Source: an optimization exercise on an open RTL-to-GDS flow (aim: small area, a short achievable clock period and few clock cycles). Production flows keep margins and buffers that such runs may drop. In this exercise RTL edits were held to simulation tests only and were not proved equivalent to the original. Power figures rest on the tool's default switching activity, not on a simulated workload.

<file path="design/flow/design.v">
module RA1SH(Q, CLK, CEN, WEN, A, D, OEN);
output reg [7:0] Q;
input CLK, CEN, WEN, OEN;
input [7:0] A;
input [7:0] D;
reg [7:0] mem [0:255];
always @(posedge CLK) begin
	if (!CEN) begin
		if (!WEN) mem[A] <= D;
		else Q <= mem[A];
	end
end
endmodule
module MS(
	rst_n,
	clk,
	in_valid,
	maze,
	player_x,
	player_y,
	prize_x_1,
	prize_y_1,
	prize_x_2,
	prize_y_2,
	prize_x_3,
	prize_y_3,
	out_valid,
	out_x,
	out_y
);
input rst_n, clk, in_valid;
input [14:0] maze;
input [3:0] player_x, player_y;
input [3:0] prize_x_1, prize_y_1;
input [3:0] prize_x_2, prize_y_2;
input [3:0] prize_x_3, prize_y_3;
output reg out_valid;
output reg [3:0] out_x, out_y;
localparam ST_IDLE  = 3'd0,
           ST_LOAD  = 3'd1,
           ST_INJ   = 3'd2,
           ST_FLOOD = 3'd3,
           ST_CHASE = 3'd4,
           ST_WAIT  = 3'd5;
reg [2:0] st;
reg [3:0] cnt;
reg       ivr;      
reg [2:0] remc;     
reg [2:0] pend;     
reg       clrf;     
reg       ij;
reg [2:0] jx, jy;   
reg       jnd;      
reg [1:0] jd;       
reg       half;     
reg       sxo, syo;  
reg [5:0] ci;       
reg [7:0] cr, cc;   
reg [3:0] qx1, qy1, qx2, qy2, qx3, qy3;
reg       wpop;     
reg [3:0] wx, wy;   
reg [1:0] wd;
reg [2:0] fm [0:7];
reg [3:0] wp, rp;   
reg [55:0] hw, vw;
wire [6:0] hrow = ~{maze[13], maze[11], maze[9], maze[7], maze[5], maze[3], maze[1]};
wire [7:0] vrow = ~{maze[14], maze[12], maze[10], maze[8], maze[6], maze[4], maze[2], maze[0]};
wire idl = (st == ST_IDLE) || (st == ST_WAIT);
wire ldh = (idl && !ivr) || (st == ST_LOAD && !cnt[0]);
wire ldv = idl || (st == ST_LOAD && cnt[0]);
always @(posedge clk) begin
	if (ldh) hw <= {hrow, hw[55:7]};
	if (ldv) vw <= {vrow, vw[55:8]};
end
wire [2:0] pfirst = pend[0] ? 3'b001 : pend[1] ? 3'b010 : 3'b100;
wire [3:0] px_s = pfirst[0] ? qx1 : pfirst[1] ? qx2 : qx3;
wire [3:0] py_s = pfirst[0] ? qy1 : pfirst[1] ? qy2 : qy3;
wire p_nd = ~px_s[0] & ~py_s[0];
wire consume = p_nd | half;
wire [2:0] nops = 3'd3 + {2'b00, qx1[0] | qy1[0]} + {2'b00, qx2[0] | qy2[0]} +
                  {2'b00, qx3[0] | qy3[0]};
wire pgo = (st == ST_INJ) || (st == ST_LOAD && cnt >= 4'd14 - {1'b0, nops});
wire [7:0] ca = 8'b1 << jx;
wire [7:0] ra = 8'b1 << jy;
reg [63:0] R, E, D0, D1;
genvar gi, gj;
generate
for (gj = 0; gj < 8; gj = gj + 1) begin : row
	for (gi = 0; gi < 8; gi = gi + 1) begin : col
		localparam integer N = gj * 8 + gi;
		wire nr = (gi < 7) ? (hw[(gj*7+gi) % 56]    & R[(N+1) % 64]) : 1'b0;
		wire nl = (gi > 0) ? (hw[(gj*7+gi+55) % 56] & R[(N+63) % 64]) : 1'b0;
		wire nd = (gj < 7) ? (vw[(gj*8+gi) % 56]    & R[(N+8) % 64]) : 1'b0;
		wire nu = (gj > 0) ? (vw[(gj*8+gi+48) % 56] & R[(N+56) % 64]) : 1'b0;
		wire er = (gi < 7) ? (hw[(gj*7+gi) % 56]    & E[(N+1) % 64]) : 1'b0;
		wire el = (gi > 0) ? (hw[(gj*7+gi+55) % 56] & E[(N+63) % 64]) : 1'b0;
		wire ed = (gj < 7) ? (vw[(gj*8+gi) % 56]    & E[(N+8) % 64]) : 1'b0;
		wire eu = (gj > 0) ? (vw[(gj*8+gi+48) % 56] & E[(N+56) % 64]) : 1'b0;
		wire anye = er | el | ed | eu;
		wire anyn = nr | nl | nd | nu;
		wire axe = ~(er | el);
		wire nge = axe ? ~ed : el;
		wire axn = ~(nr | nl);
		wire ngn = axn ? ~nd : nl;
		wire nax = anye ? axe : axn;
		wire nng = anye ? nge : ngn;
		wire isA = ca[gi] & ra[gj];
		wire Rb = R[N] & ~clrf_j;
		wire Eb = E[N] & ~clrf_j;
		always @(posedge clk) begin
			R[N] <= ij ? (Rb | isA) : (R[N] | anyn);
			E[N] <= ij ? (Eb | (isA & jnd)) : (R[N] | anye);
			if (ij ? (isA & ~jnd & ~Rb) : ~R[N]) begin
				D0[N] <= ij ? jd[1] : nax;
				D1[N] <= ij ? jd[0] : nng;
			end
		end
	end
end
endgenerate
reg clrf_j;
function sel64;    
	input [63:0] v;
	input [7:0] r, c;
	integer j;
	begin
		sel64 = 1'b0;
		for (j = 0; j < 8; j = j + 1)
			sel64 = sel64 | (r[j] & |(v[j*8 +: 8] & c));
	end
endfunction
wire s_pv = syo;
wire s_node = ~sxo & ~syo;
wire [5:0] ciB = ci + (s_pv ? 6'd8 : 6'd1);
wire [7:0] crB = s_pv ? {cr[6:0], 1'b0} : cr;
wire [7:0] ccB = s_pv ? cc : {cc[6:0], 1'b0};
wire sRA = sel64(R, cr, cc);
wire sEA = sel64(E, cr, cc);
wire sRB = sel64(R, crB, ccB);
wire goA = sRA & (~sRB | sEA);
wire sdet = ~ij & (s_node ? sRA : (sRA | sRB));
wire [1:0] cd = {sel64(D0, cr, cc), sel64(D1, cr, cc)};
wire [2:0] cxp = cd[0] ? ci[2:0] - 3'd1 : ci[2:0] + 3'd1;
wire [2:0] cyp = cd[0] ? ci[5:3] - 3'd1 : ci[5:3] + 3'd1;
wire [5:0] cnext = cd[1] ? {cyp, ci[2:0]} : {ci[5:3], cxp};
function [1:0] pend_at;    
	input [5:0] n;
	input [3:0] x, y;
	begin
		pend_at[1] = ~x[0] & ~y[0] & (n == {y[3:1], x[3:1]});
		pend_at[0] = (x[0] | y[0]) & ((n == {y[3:1], x[3:1]}) ||
		             (n == {y[3:1] + {2'b00, y[0]}, x[3:1] + {2'b00, x[0]}}));
	end
endfunction
wire [1:0] e1 = pend_at(ci, qx1, qy1);
wire [1:0] e2 = pend_at(ci, qx2, qy2);
wire [1:0] e3 = pend_at(ci, qx3, qy3);
wire [2:0] fnode = remc & {e3[1], e2[1], e1[1]};
wire [2:0] fpass = remc & {e3[0], e2[0], e1[0]};
wire fpass_any = ~(|fnode) & (|fpass);
wire [2:0] fid = (|fnode) ? fnode : fpass;
wire found = |fid;
wire [2:0] remc_n = remc & ~fid;
function [2:0] first3;
	input [2:0] m;
	first3 = m[0] ? 3'b001 : m[1] ? 3'b010 : m[2] ? 3'b100 : 3'b000;
endfunction
wire [2:0] rw1 = remc & 3'b110, rw2 = remc & 3'b101, rw3 = remc & 3'b011;
wire [2:0] nf1 = first3(rw1), nf2 = first3(rw2), nf3 = first3(rw3);
wire [2:0] nfirst = (fid[0] ? nf1 : 3'b000) | (fid[1] ? nf2 : 3'b000) | (fid[2] ? nf3 : 3'b000);
wire [3:0] nx_s = nfirst[0] ? qx1 : nfirst[1] ? qx2 : qx3;
wire [3:0] ny_s = nfirst[0] ? qy1 : nfirst[1] ? qy2 : qy3;
wire n_nd = ~nx_s[0] & ~ny_s[0];
wire [2:0] npend = n_nd ? (remc_n & ~nfirst) : remc_n;
wire hx = fpass_any & ~cd[1];
wire hy = fpass_any & cd[1];
wire full = (wp[2:0] == rp[2:0]) & (wp[3] ^ rp[3]);
wire empty = (wp == rp);
wire chase = (st == ST_CHASE);
wire c_push = chase & ~(|fnode) & ~full;
wire c_fin = chase & ((|fnode) | ((|fpass) & ~full));
wire d_push = (st == ST_FLOOD) & sdet & ~s_node & ~full;
wire d_go = (st == ST_FLOOD) & sdet & (s_node | ~full);
wire push = c_push | d_push;
wire [2:0] pdat = chase ? {|fpass, cd} : {1'b0, s_pv, goA};
wire w_node = ~wx[0] & ~wy[0];
wire need_pop = w_node | wpop;
wire [2:0] fhead = fm[rp[2:0]];
wire move = need_pop ? ~empty : 1'b1;
wire pop = move & need_pop;
wire [1:0] mdir = need_pop ? fhead[1:0] : wd;
wire [3:0] xi = wx + 4'd1;
wire [3:0] xd = wx - 4'd1;
wire [3:0] yi = wy + 4'd1;
wire [3:0] yd = wy - 4'd1;
wire [3:0] nx = mdir[1] ? wx : (mdir[0] ? xd : xi);
wire [3:0] ny = mdir[1] ? (mdir[0] ? yd : yi) : wy;
wire start = ivr && idl;
always @(posedge clk) begin
	if (push) fm[wp[2:0]] <= pdat;
end
always @(posedge clk or negedge rst_n) begin
	if (!rst_n) begin
		st <= ST_IDLE;
		cnt <= 4'd0;
		ivr <= 1'b0;
		remc <= 3'b000;
		pend <= 3'b000;
		half <= 1'b0;
		clrf <= 1'b0;
		ij <= 1'b0;
		wpop <= 1'b1;
		wp <= 4'd0;
		rp <= 4'd0;
		out_valid <= 1'b0;
	end else begin
		out_valid <= move;
		ivr <= in_valid;
		ij <= 1'b0;
		if (pgo && pend != 3'b000) begin
			ij <= 1'b1;
			half <= ~consume;
			if (consume) pend <= pend & ~pfirst;
			clrf <= 1'b0;
		end
		if (c_fin && remc_n != 3'b000) ij <= 1'b1;
		if (push) wp <= wp + 4'd1;
		if (pop) rp <= rp + 4'd1;
		if (move) wpop <= pop & fhead[2];
		if (start) begin
			st <= ST_LOAD;
			cnt <= 4'd2;
			remc <= 3'b111;
			pend <= 3'b111;
			half <= 1'b0;
			clrf <= 1'b1;
			wp <= 4'd0;
			rp <= 4'd0;
		end else begin
			case (st)
			ST_LOAD: begin
				cnt <= cnt + 4'd1;
				if (cnt == 4'd2) begin
					out_valid <= 1'b1;
					wpop <= 1'b1;
				end
				if (cnt == 4'd14) st <= ST_FLOOD;
			end
			ST_INJ: begin
				if (consume && (pend & ~pfirst) == 3'b000) st <= ST_FLOOD;
			end
			ST_FLOOD: begin
				if (d_go) st <= ST_CHASE;
			end
			ST_CHASE: begin
				if (c_fin) begin
					remc <= remc_n;
					if (remc_n == 3'b000) st <= ST_WAIT;
					else begin
						pend <= npend;
						half <= ~n_nd;
						clrf <= 1'b0;
						st <= (npend == 3'b000) ? ST_FLOOD : ST_INJ;
					end
				end
			end
			ST_WAIT: ;
			default: st <= ST_IDLE;
			endcase
		end
	end
end
always @(posedge clk) begin
	if (c_fin) begin
		jx <= nx_s[3:1];
		jy <= ny_s[3:1];
		jnd <= n_nd;
		jd <= {ny_s[0], 1'b0};
		clrf_j <= 1'b1;
	end else if (pgo) begin
		jx <= px_s[3:1] + {2'b00, half & px_s[0]};
		jy <= py_s[3:1] + {2'b00, half & py_s[0]};
		jnd <= p_nd;
		jd <= {py_s[0], half};
		clrf_j <= clrf;
	end
	if (st == ST_LOAD) begin
		qx1 <= prize_x_1; qy1 <= prize_y_1;
		qx2 <= prize_x_2; qy2 <= prize_y_2;
		qx3 <= prize_x_3; qy3 <= prize_y_3;
	end
	if (st == ST_LOAD && cnt == 4'd3) begin
		sxo <= wx[0]; syo <= wy[0];
		ci <= {wy[3:1], wx[3:1]};
		cr <= 8'b1 << wy[3:1];
		cc <= 8'b1 << wx[3:1];
	end else if (d_go) begin
		if (!s_node && !goA) begin
			ci <= ciB;
			cr <= crB;
			cc <= ccB;
		end
	end else if (c_push && !(c_fin && !cd[0])) begin
		ci <= cnext;
		if (cd[1]) cr <= cd[0] ? {1'b0, cr[7:1]} : {cr[6:0], 1'b0};
		else       cc <= cd[0] ? {1'b0, cc[7:1]} : {cc[6:0], 1'b0};
	end
	if (c_fin) begin
		sxo <= hx; syo <= hy;
	end
	if (st == ST_LOAD && cnt == 4'd2) begin
		wx <= player_x; wy <= player_y;
		out_x <= player_x; out_y <= player_y;
	end else if (move) begin
		wx <= nx; wy <= ny;
		out_x <= nx; out_y <= ny;
		wd <= mdir;
	end else begin
		out_x <= 4'd0; out_y <= 4'd0;
	end
end
endmodule
</file>
<file path="design/flow/run.sh">
#!/bin/bash
# synth_recipe.tcl (not shown) runs the flow's synth.tcl, then flattens the netlist and writes it again
# the make line also repeats each setting of config.mk as NAME=value (left out here)
make -C /OpenROAD-flow-scripts/flow DESIGN_CONFIG=/design/flow/config.mk WORK_HOME=/design/flow/orfs CLKGATE_MAP_FILE= SYNTH_SCRIPT=/design/flow/synth_recipe.tcl finish
</file>
<file path="design/flow/config.mk">
export PLATFORM = sky130hd
export DESIGN_NAME = MS
export DESIGN_NICKNAME = MS
export VERILOG_FILES = /design/flow/design.v
export SDC_FILE = /design/flow/constraint.sdc
export NUM_CORES = 4
export LEC_CHECK = 0
export CAP_MARGIN = 20
export CORE_MARGIN = 2
export CORE_UTILIZATION = 60
export SLEW_MARGIN = 20
export SYNTH_MEMORY_MAX_BITS = 8192
</file>
<file path="design/flow/constraint.sdc">
create_clock -name core_clock -period 12.0 [get_ports {clk}]
set_input_delay 2.4000 -clock core_clock [delete_from_list [all_inputs] [get_ports {clk}]]
set_output_delay 2.4000 -clock core_clock [all_outputs]
set_load 0.01 [all_outputs]
</file>
==> run notes <==
## registers in the layout, summed over array words and instances (netlist names), 8 cells and up
name  flops
vw       56
E        64
fm       24
cr        8
hw       56
cc        8
R        64
D0       64
D1       64
## area by class of cell
type	instances	area, sq um
Sequential cell	495	13400
Fill cell	3727	15400
Antenna cell	1	2.50
Clock inverter	23	165
Inverter	59	225
Tap cell	600	751
Clock buffer	75	1510
Timing Repair Buffer	102	911
Multi-Input combinational cell	2009	13100
## routing by layer
layer  GRT usage (%)  routed length [um]  vias to the layer above  share of wire (%)
met4            23.1                6270                        4                6.1
met5               0                  23                        -              0.022
met3            12.4               14900                      414                 14
li1                -                   -                    10900                  -
met2            63.3               44500                     2284                 43
met1            56.8               37800                    12300                 37
## power groups by stage
| stage | clock, W | sequential (W) | combinational, W |
|---|---|---|---|
| 4_1_cts | 0.00161 | 0.00404 | 0.00343 |
| 2_1_floorplan | 0 | 0.00319 | 0.00285 |
| 6_report | 0.00162 | 0.00414 | 0.00356 |
| 3_5_place_dp | 0 | 0.00406 | 0.00340 |
| 3_3_place_gp | 0 | 0.00406 | 0.00330 |
| 5_1_grt | 0.00168 | 0.00417 | 0.00383 |
## logic make-up after synthesis
| kind of cell | share of synthesized area, % |
|---|---|
| fa+ha+maj | 1.71 |
| flops | 48.2 |
| buf+inv | 4.70 |
| compound gates | 30.5 |
| xor+xnor | 2.15 |
| simple gates | 10.1 |
| mux | 2.67 |
## worst paths after layout
path | start | slack, ns | endpoint
max | cc[3] | 7.58 | ci[5]
min | clrf | 0.51 | clrf
max reg2reg | cc[3] | 7.58 | ci[5]
min reg2reg | clrf | 0.51 | clrf
max in group asynchronous | rst_n | 9.50 | ij
min in group asynchronous | rst_n | 2.15 | out_valid
## cells in the final DEF (no fill, tap or decap), types with 18 or more instances in the layout
cell and n:
edfxtp_1 330, a21oi_1 258, nand2_1 256, a22oi_1 254, nor2_1 178, dfxtp_1 138
o21ai_0 92, a211oi_1 89, o31ai_1 88, a31oi_1 76, a22o_1 60, clkdlybuf4s50_1 58
inv_1 57, clkbuf_16 54, o22ai_1 52, nor3_1 49, buf_4 44, mux2i_1 43
a21boi_0 42, xnor2_1 39, nand4_1 36, a221oi_1 29, ha_1 29, a21o_1 28
a32oi_1 25, dfrtp_1 25, xor2_1 24, nand3_1 22, and2_1 18
## worst max-delay path, delay by kind of cell (launching register included)
family | cells | cell delay, ns
simple gates | 1 | 0.79
compound gates | 7 | 1.35
mux | 1 | 0.28
flops | 1 | 0.88
buf+inv | 2 | 0.72
## per-stage QoR
stage               total power, W  util, %  instance area (sq um)  hold WS, ns  worst slack, ns
floorplan                  0.00604        -                  27700        0.449             8.27
global placement           0.00736     62.4                  28400        0.464             7.84
detailed placement         0.00747     62.4                  28400        0.494             7.68
CTS                        0.00908     66.0                  30000        0.508             7.67
global route               0.00968     66.1                  30000        0.524             7.39
finish                     0.00933     66.1                  30000        0.515             7.58
==> out/results.ini <==
[outcome]
status = complete, no violations

[floorplan]
pin_count = 59
core-area_sq_um = 45500
die_x_um = 219
start_util_pct = 60.9
num_rows = 78
die-area_sq_um = 47900
die_h_um = 219

[layout]
area_delta_synth_final_pct = 8.40
stdcell_count = 3364
drive_above_1_share_pct = 7.09
fin_nets = 2804

[timing]
fin_worst_skew_ns = 0.0253
rsz0062_at_grt = no
hold_viol = 0
period_needed_ns = 4.42
tightest_slew_ns = 1.20
finalCritPeriodShare_pct = 36.9
setup_violations = 0
fin_tns_setup_ns = 0
max_freq_mhz = 226
slew_violations = 0
slew_headroom_pct = 20.2

[place]
place_congestion = 0.981
hpwl_mm = 67.8
place.port_buffers = 58
placed_cells = 3265

[setup_path]
path_class = flop to flop
cpMostUsedCell = buf_4
start_kind = flop
path_max_fanout = 31
cpPeakStageDelay_ns = 0.88
cp.required_ns = 12.23
cp_data_arrival_time_ns = 4.65
cp_slowest_cell = edfxtp_1
crit_path_end_kind = flop
r2r_cells = 11
crit_chain = buf_4 > mux2_4 > a22oi_1 > a21oi_1 > a211oi_1 > o2111ai_1 > o22a_1 > o21ai_2 > buf_4 > o31a_1 > nor2b_1

[pwr]
clkPwrFrac_pct = 17.4
intPower_w = 0.00503
p_switching_w = 0.00430
vdd_drop_max_mv = 0.247
power_frac_seq_pct = 44.4
p_leak_nw = 10.7
switching_share_pct = 46.1
combPwrFrac_pct = 38.2
power_density_nw_per_um2 = 310

[logic_synthesis]
syn-cell-area_sq_um = 27700
synth_cell_types = 91
yosysMostFrequentCell = edfxtp_1
netlist.top_cell.by_area = edfxtp_1
synth_ff_type = edfxtp_1
synthesis.nets = 2919
synth.top_cell.area_share_pct = 35.8
syn_inst = 2835
synth_seq_area_share_pct = 48.2
synth_edf_count = 330
synth_area_leaders = edfxtp_1 36%, dfxtp_1 10%, a22oi_1 6.9%
avgSynthCellArea_sq_um = 9.78
postSynth.asyncResetShare_pct = 5.45
synth_top_cells_by_count = 330 x edfxtp_1, 258 x a21oi_1, 258 x nand2_1, 254 x a22oi_1, 222 x clkbuf_1
ys_ff_latch = 495
ys_warn_count = 1

[cts]
h-tree-depth = 2
cts_hold_buf = 0
cts_num_sinks = 495
clock_path_buffers = 3
clockRootBuffer = clkbuf_16
clkTransAtPathRegs_ns = 0.06
cts_resized = 0
cts_buffers = 53
postCtsSetupBuffers = 0
cts_tree = built
clock_latency_ns = 0.63

[detailed_routing]
drt_iter0_markers = 5050
vias = 25900
wl_per_cell_um = 30.8
via_per_inst = 7.69
drcViolationCount = 0
dr.pass1.iters = 10
ant_nets = 0
totalWireLength_mm = 104

[global_route]
grt_antenna_before_repair = 3
grt_max_degree = 94
grt_pass1_wl_mm = 154
grt.total_usage_pct = 42.8
grt_overflow = 0
grt_pass1_vias = 24300

[flow_run]
drv_cap = 0

[worst_hold_path]
hp-class = flop to flop
min_path_cells = 1

Testbench counts, summed over its fixed seeds: cycles 6,411.

[afterwards: timing with drivers on the ports]
How much do the figures lean on ideal ports? The routed layout below was timed once more, with nothing changed but the port constraints.
Step 1 assumes that a clkbuf_16 drives the clock port and a buf_2 every other input.
Step 2 times the ports against the registers' clock, not the clock port: input delays grow and output delays shrink by t, the midpoint of the rising clock arrivals with the driver on.
a / b / c = ideal / step 1 / step 2; a / b = the first two.
shift t [ns]: 0.679
slack for setup (ns): 7.577 / 7.577 / 7.577
worst setup path at the end: register to register
slew at the worst register clock pin (ns): 0.07 / 0.07
After both steps this run still meets setup and hold. The setup slack of this run moves by 0.000 ns with the drivers and by 0.000 ns with both steps.
